What follows belongs to an exercise in optimizing a design on an open flow for small area and a short achievable clock period; a production flow would make more cautious choices.
No run shown here included a check of the RTL's function; only the layout flow was run.

==> flow/design.v (outline; a module is shown in full before it is edited, if it fits) <==
// module Unsigned_Array_Multiplier_32_Bit: 2743 lines
// module mul_add64: 453 lines
// module mul_booth_enc: 9 lines
// module mul_fa: 4 lines
// module mul_ha: 4 lines
// module Unsigned_Array_Multiplier_32_Bit_Top: 30 lines
module Unsigned_Array_Multiplier_32_Bit_Top (
    input         Clock_In,
    input         Enable_In,
    input  [31:0] Data_A_In,
    input  [31:0] Data_B_In,
    output [63:0] Multiplied_Result_Out
);
  // ...
==> flow/run.sh <==
#!/bin/bash
# synth_recipe.tcl (not shown) runs the flow's synth.tcl, then flattens the netlist and writes it again
# the make line also repeats each setting of config.mk as NAME=value (left out here)
make -C /OpenROAD-flow-scripts/flow DESIGN_CONFIG=/design/flow/config.mk WORK_HOME=/design/flow/orfs CLKGATE_MAP_FILE= SYNTH_SCRIPT=/design/flow/synth_recipe.tcl finish
==> flow/config.mk <==
export PLATFORM = sky130hd
export DESIGN_NAME = Unsigned_Array_Multiplier_32_Bit_Top
export DESIGN_NICKNAME = Unsigned_Array_Multiplier_32_Bit_Top
export VERILOG_FILES = /design/flow/design.v
export SDC_FILE = /design/flow/constraint.sdc
export NUM_CORES = 4
export LEC_CHECK = 0
export CAP_MARGIN = 20
export CORE_MARGIN = 2
export CORE_UTILIZATION = 60
export SLEW_MARGIN = 20
export SYNTH_HIERARCHICAL = 1
export SYNTH_MINIMUM_KEEP_SIZE = 0
==> flow/constraint.sdc <==
create_clock -name core_clock -period 12.0 [get_ports {Clock_In}]
set_input_delay 2.4000 -clock core_clock [delete_from_list [all_inputs] [get_ports {Clock_In}]]
set_output_delay 2.4000 -clock core_clock [all_outputs]
set_load 0.01 [all_outputs]
==> flow_summary.ini, run 1 <==
[timing]
hold-worst-slack_ns = 1.06
max_freq_mhz = 128
fin_crit_ns = 7.79

[clocking]
cts.sink_count = 144
clk_pin_slew_ns = 0.08
hold_buffers = 0

[detailed_routing]
met2_length_mm = 45.4
wl_met1_mm = 34.9
first_pass_iters = 5

[layout]
layout_common_cells = 553 x xnor2_1, 490 x a22oi_2, 480 x fa_1
area_share_nonclk_buffers = 0.0603
final_common_cell = xnor2_1
fin_area_um2 = 31000
fin_util = 0.621
nets = 3106
n_all_buffers = 205

[floorplan]
coreArea_um2 = 49900
initial_utilization = 0.604

[placed_design]
dp.cells = 3097
placed_cell_area_um2 = 30400
hpwlAfterDp_mm = 58.6

[synthesis]
yosysWarnings = 7
synth_area_um2 = 30100

[critical_path]
crit_start = One_Reg[7]
cp_max_fo = 32
crit_arrival_ns = 8.17
ff2ff_path_depth = 19
cp_slowest_cell = dfxtp_2

[global_route]
grt_pass1_vias = 23300

[outcome]
outcome = timing/DRC/antenna clean
==> module Unsigned_Array_Multiplier_32_Bit_Top, before the edit <==
module Unsigned_Array_Multiplier_32_Bit_Top (
    input         Clock_In,
    input         Enable_In,
    input  [31:0] Data_A_In,
    input  [31:0] Data_B_In,
    output [63:0] Multiplied_Result_Out
);
reg  [31:0] Data_A_Reg;
wire [15:0] One_In, Two_In, Neg_In;
reg  [15:0] One_Reg, Two_Reg, Neg_Reg;
mul_booth_enc Booth_Enc_Inst (.b(Data_B_In), .en(Enable_In), .one(One_In), .two(Two_In), .neg(Neg_In));
reg  [63:0] Result_Reg;
wire [63:0] Product;
always @ (posedge Clock_In)
    begin
        Data_A_Reg <= Data_A_In;
        One_Reg    <= One_In;
        Two_Reg    <= Two_In;
        Neg_Reg    <= Neg_In;
        Result_Reg <= Product;
    end
Unsigned_Array_Multiplier_32_Bit Unsigned_Array_Multiplier_32_Bit_Inst (
    .a (Data_A_Reg),
    .one (One_Reg),
    .two (Two_Reg),
    .neg (Neg_Reg),
    .p (Product)
);
assign Multiplied_Result_Out = Result_Reg;
endmodule
==> inputs of run 2 (changes only) <==
--- a/flow/design.v
+++ b/flow/design.v
@@ -1,14 +1,15 @@
 module Unsigned_Array_Multiplier_32_Bit (
     input  [31:0] a,
     input  [15:0] one,
     input  [15:0] two,
     input  [15:0] neg,
-    output [63:0] p
+    output [63:0] x,
+    output [63:0] y
 );
 wire pp1;
 wire pp2;
 wire pp3;
 wire pp4;
 wire pp5;
 wire pp6;
 wire pp7;
@@ -2730,21 +2731,18 @@
 mul_fa us1613 (.a(1'b1), .b(pp573), .c(pp509), .s(s1613), .co(c1614));
 mul_fa us1615 (.a(pp541), .b(c1608), .c(s1613), .s(s1615), .co(c1616));
 mul_ha us1617 (.a(c1610), .b(s1615), .s(s1617), .co(c1618));
 mul_fa us1619 (.a(ns510), .b(pp574), .c(pp542), .s(s1619), .co(c1620));
 mul_fa us1621 (.a(c1614), .b(s1619), .c(c1616), .s(s1621), .co(c1622));
 mul_fa us1623 (.a(1'b1), .b(pp575), .c(pp543), .s(s1623), .co(c1624));
 mul_ha us1625 (.a(c1620), .b(s1623), .s(s1625), .co(c1626));
 mul_fa us1627 (.a(ns544), .b(pp576), .c(c1624), .s(s1627), .co(c1628));
-wire [63:0] x = {c1626, s1625, c1618, s1617, c1606, s1605, c1590, s1589, c1570, s1569, c1546, s1545, c1518, s1517, c1486, s1485, c1450, s1449, c1410, s1409, c1366, s1365, c1318, s1317, c1266, s1265, c1210, s1209, c1150, c1118, s1117, c1056, c1026, c996, c968, s965, c914, c888, c864, c840, c818, c796, c776, c756, s753, c720, c704, c688, c674, c660, s657, c636, c626, s623, s613, c600, s597, s591, s585, s581, c578, pp35, pp2, neg[0]};
-wire [63:0] y = {s1627, c1622, s1621, c1612, s1611, c1598, s1597, c1580, s1579, c1558, s1557, c1532, s1531, c1502, s1501, c1468, s1467, c1430, s1429, c1388, s1387, c1342, s1341, c1292, s1291, c1238, s1237, c1180, s1179, s1149, c1086, s1085, s1055, s1025, s995, s967, s939, s913, s887, s863, s839, s817, s795, s775, s755, s737, s719, s703, s687, s673, s659, s647, s635, s625, s615, s607, s599, s593, s587, s583, s579, s577, 1'b0, pp1};
-wire [64:0] sum;
-mul_add64 fin (.x(x), .y(y), .p(sum));
-assign p = sum[63:0];
+assign x = {c1626, s1625, c1618, s1617, c1606, s1605, c1590, s1589, c1570, s1569, c1546, s1545, c1518, s1517, c1486, s1485, c1450, s1449, c1410, s1409, c1366, s1365, c1318, s1317, c1266, s1265, c1210, s1209, c1150, c1118, s1117, c1056, c1026, c996, c968, s965, c914, c888, c864, c840, c818, c796, c776, c756, s753, c720, c704, c688, c674, c660, s657, c636, c626, s623, s613, c600, s597, s591, s585, s581, c578, pp35, pp2, neg[0]};
+assign y = {s1627, c1622, s1621, c1612, s1611, c1598, s1597, c1580, s1579, c1558, s1557, c1532, s1531, c1502, s1501, c1468, s1467, c1430, s1429, c1388, s1387, c1342, s1341, c1292, s1291, c1238, s1237, c1180, s1179, s1149, c1086, s1085, s1055, s1025, s995, s967, s939, s913, s887, s863, s839, s817, s795, s775, s755, s737, s719, s703, s687, s673, s659, s647, s635, s625, s615, s607, s599, s593, s587, s583, s579, s577, 1'b0, pp1};
 endmodule
 module mul_add64 (input [63:0] x, input [63:0] y, output [64:0] p);
 wire [63:0] g0, p0;
 mul_ha h0 (.a(x[0]), .b(y[0]), .s(p0[0]), .co(g0[0]));
 mul_ha h1 (.a(x[1]), .b(y[1]), .s(p0[1]), .co(g0[1]));
 mul_ha h2 (.a(x[2]), .b(y[2]), .s(p0[2]), .co(g0[2]));
 mul_ha h3 (.a(x[3]), .b(y[3]), .s(p0[3]), .co(g0[3]));
 mul_ha h4 (.a(x[4]), .b(y[4]), .s(p0[4]), .co(g0[4]));
@@ -3217,27 +3215,31 @@
     input  [31:0] Data_A_In,
     input  [31:0] Data_B_In,
     output [63:0] Multiplied_Result_Out
 );
 reg  [31:0] Data_A_Reg;
 wire [15:0] One_In, Two_In, Neg_In;
 reg  [15:0] One_Reg, Two_Reg, Neg_Reg;
 mul_booth_enc Booth_Enc_Inst (.b(Data_B_In), .en(Enable_In), .one(One_In), .two(Two_In), .neg(Neg_In));
-reg  [63:0] Result_Reg;
-wire [63:0] Product;
+reg  [63:0] Sum_Reg, Carry_Reg;
+wire [63:0] Sum, Carry;
 always @ (posedge Clock_In)
     begin
         Data_A_Reg <= Data_A_In;
         One_Reg    <= One_In;
         Two_Reg    <= Two_In;
         Neg_Reg    <= Neg_In;
-        Result_Reg <= Product;
+        Sum_Reg    <= Sum;
+        Carry_Reg  <= Carry;
     end
 Unsigned_Array_Multiplier_32_Bit Unsigned_Array_Multiplier_32_Bit_Inst (
     .a (Data_A_Reg),
     .one (One_Reg),
     .two (Two_Reg),
     .neg (Neg_Reg),
-    .p (Product)
+    .x (Sum),
+    .y (Carry)
 );
-assign Multiplied_Result_Out = Result_Reg;
+wire [64:0] Result_Sum;
+mul_add64 Final_Add_Inst (.x(Sum_Reg), .y(Carry_Reg), .p(Result_Sum));
+assign Multiplied_Result_Out = Result_Sum[63:0];
 endmodule
==> flow/config.mk (replaced) <==
export PLATFORM = sky130hd
export DESIGN_NAME = Unsigned_Array_Multiplier_32_Bit_Top
export DESIGN_NICKNAME = Unsigned_Array_Multiplier_32_Bit_Top
export VERILOG_FILES = /design/flow/design.v
export SDC_FILE = /design/flow/constraint.sdc
export NUM_CORES = 4
export LEC_CHECK = 0
export CAP_MARGIN = 20
export CORE_MARGIN = 2
export CORE_UTILIZATION = 60
export SLEW_MARGIN = 70
export SYNTH_HIERARCHICAL = 1
export SYNTH_MINIMUM_KEEP_SIZE = 0
==> flow_summary.ini, run 2 <==
[global_route]
antenna_found_initial = 1
grt_pass1_vias = 24000
grt_start_max_net_pins = 62
grt-ovfl-total = 0
grt_pass1_wl_mm = 149
grtUsageTotal = 0.357

[layout]
layout_common_cells = 553 x xnor2_1, 490 x a22oi_2, 480 x fa_1
diodes = 0
syn_to_final_growth_pct = 3.98
nets = 3215
drive_gt1_frac = 0.284
fin_util = 0.628
reg.largest.list = Carry_Reg x64, Sum_Reg x64, Data_A_Reg x32
fin_area_um2 = 33700
fin_cells = 3266
final_common_cell = xnor2_1

[floorplan]
die_x_um = 236
die_y_um = 236
io_pins = 130
coreArea_um2 = 53600
fp-row-count = 85
dieArea_um2 = 55800
initial_utilization = 0.604

[clocking]
cts-resized-gates = 0
clock_latency_ns = 0.56
h-tree-depth = 1
numCtsBuffers = 24
root_buffer = clkbuf_16
cts_tree = built
hold_buffers = 0
clk_pin_slew_ns = 0.06
clk_path_buf_depth = 3
post_cts_buffers = 0
cts.sink_count = 208

[detailed_routing]
initialDrtViolationCount = 1815
drc = 0
wl_per_cell_um = 29.9
via_count = 21400
ant_nets = 0
routed_wl_mm = 97.5
post_drt_via_cell_ratio = 6.55
first_pass_iters = 5

[timing]
hold_viol_final = 0
rsz0062_at_grt = false
max_freq_mhz = 142
finalCritPeriodShare = 0.586
clock_skew_ns = 0.0230
setup_slack_ns = 4.97
setup_viol = 0
maxSlewViolCount = 0
fin_crit_ns = 7.03
hold-worst-slack_ns = 0.642
setup_tns_ns = 0

[critical_path]
cp_max_fo = 4
max_stage_delay_ns = 0.56
path_class = reg -> out
endpoint_kind = output port
crit_arrival_ns = 4.63
crit_path_start_kind = flip-flop
cp.required_ns = 9.60
crit_chain = ha_1 > ha_1 > o211ai_1 > a21oi_1 > o211ai_1 > buf_1 > buf_1 > a2111oi_2 > buf_4 > nor2_1 > o31ai_4 > buf_4 > buf_6 > a21oi_1 > o21bai_1 > xor2_1 > clkdlybuf4s50_1
cp_slowest_cell = clkdlybuf4s50_1

[job]
drv_cap = 0

[placed_design]
dp.cells = 3209
dp_slack_ns = 5.54
hpwlAfterDp_mm = 61.3
placed_cell_area_um2 = 32600
gp_congestion = 0.911
port_buffers = 129

[outcome]
outcome = timing/DRC/antenna clean

[synthesis]
synth_area_um2 = 32400
netlist_instances = 2695
syn_avg_cell_area_um2 = 12.0
yosysWarnings = 7

[hold_path]
hold_class = reg -> reg
==> run 2: per-layer routing <==
metal | vias up | GRT usage | part of all wire
li1 | 8740 | - | -
met5 | - | 0.00519 | 0.00048
met3 | 307 | 0.0637 | 0.081
met4 | 4 | 0.176 | 0.048
met2 | 1100 | 0.593 | 0.48
met1 | 11200 | 0.450 | 0.39
==> run 2: critical path, delay by kind of cell (launching register included) <==
kind / cells / cell delay, ns
AO/OA/AOI/OAI: 7 / 1.34
AND/OR/NAND/NOR: 1 / 0.31
XOR/XNOR: 1 / 0.17
flip-flops: 1 / 0.30
adder cells (fa/ha/maj): 2 / 0.47
buffers and inverters: 6 / 1.49
==> run 2: worst paths after layout <==
path                                startpoint  slack, ns  cells past startpoint                   endpoint
worst max-delay path                Sum_Reg[1]       4.97                     17  Multiplied_Result_Out[47]
worst min-delay path                Neg_Reg[0]       0.64                      1                 Sum_Reg[0]
worst max register to register  Data_A_Reg[25]       7.44                     11              Carry_Reg[37]
worst min register to register      Neg_Reg[0]       0.64                      1                 Sum_Reg[0]
==> run 2: area by class of cell <==
| cell class | instances | area (um2) |
|---|---|---|
| clock inverter | 9 | 76.3 |
| tap | 696 | 871 |
| fill | 4259 | 19900 |
| multi-input combinational | 2049 | 24600 |
| timing repair buffer | 243 | 3020 |
| sequential | 208 | 4270 |
| clock buffer | 34 | 689 |
| inverter | 27 | 101 |

## port drivers added, routing unchanged
No port has a modelled driver above. Below, the same layouts with a new extraction and two added sets of constraints. Step 1 sets driving cells, clkbuf_16 on the clock port and buf_2 on the other inputs (assumed; they add their load-dependent delay and slew). Step 2, shift: input delay + t, output delay - t, t = (earliest + latest rising clock arrival at the registers) / 2. This alone moves slack from input paths to output paths. Slacks: ideal ports / drivers / drivers and shift; pairs: ideal ports / drivers.
| run | shift t [ns] | setup slack, ns | slew at the worst register clock pin (ns) | worst slew at a driven data input, ns |
|---|---|---|---|---|
| run 1 | 0.553 | 4.213 / 4.213 / 4.213 | 0.09 / 0.09 | 0.04 |
| run 2 | 0.617 | 4.966 / 4.902 / 5.519 | 0.06 / 0.06 | 0.04 |
After both steps setup and hold are still met in every run listed.
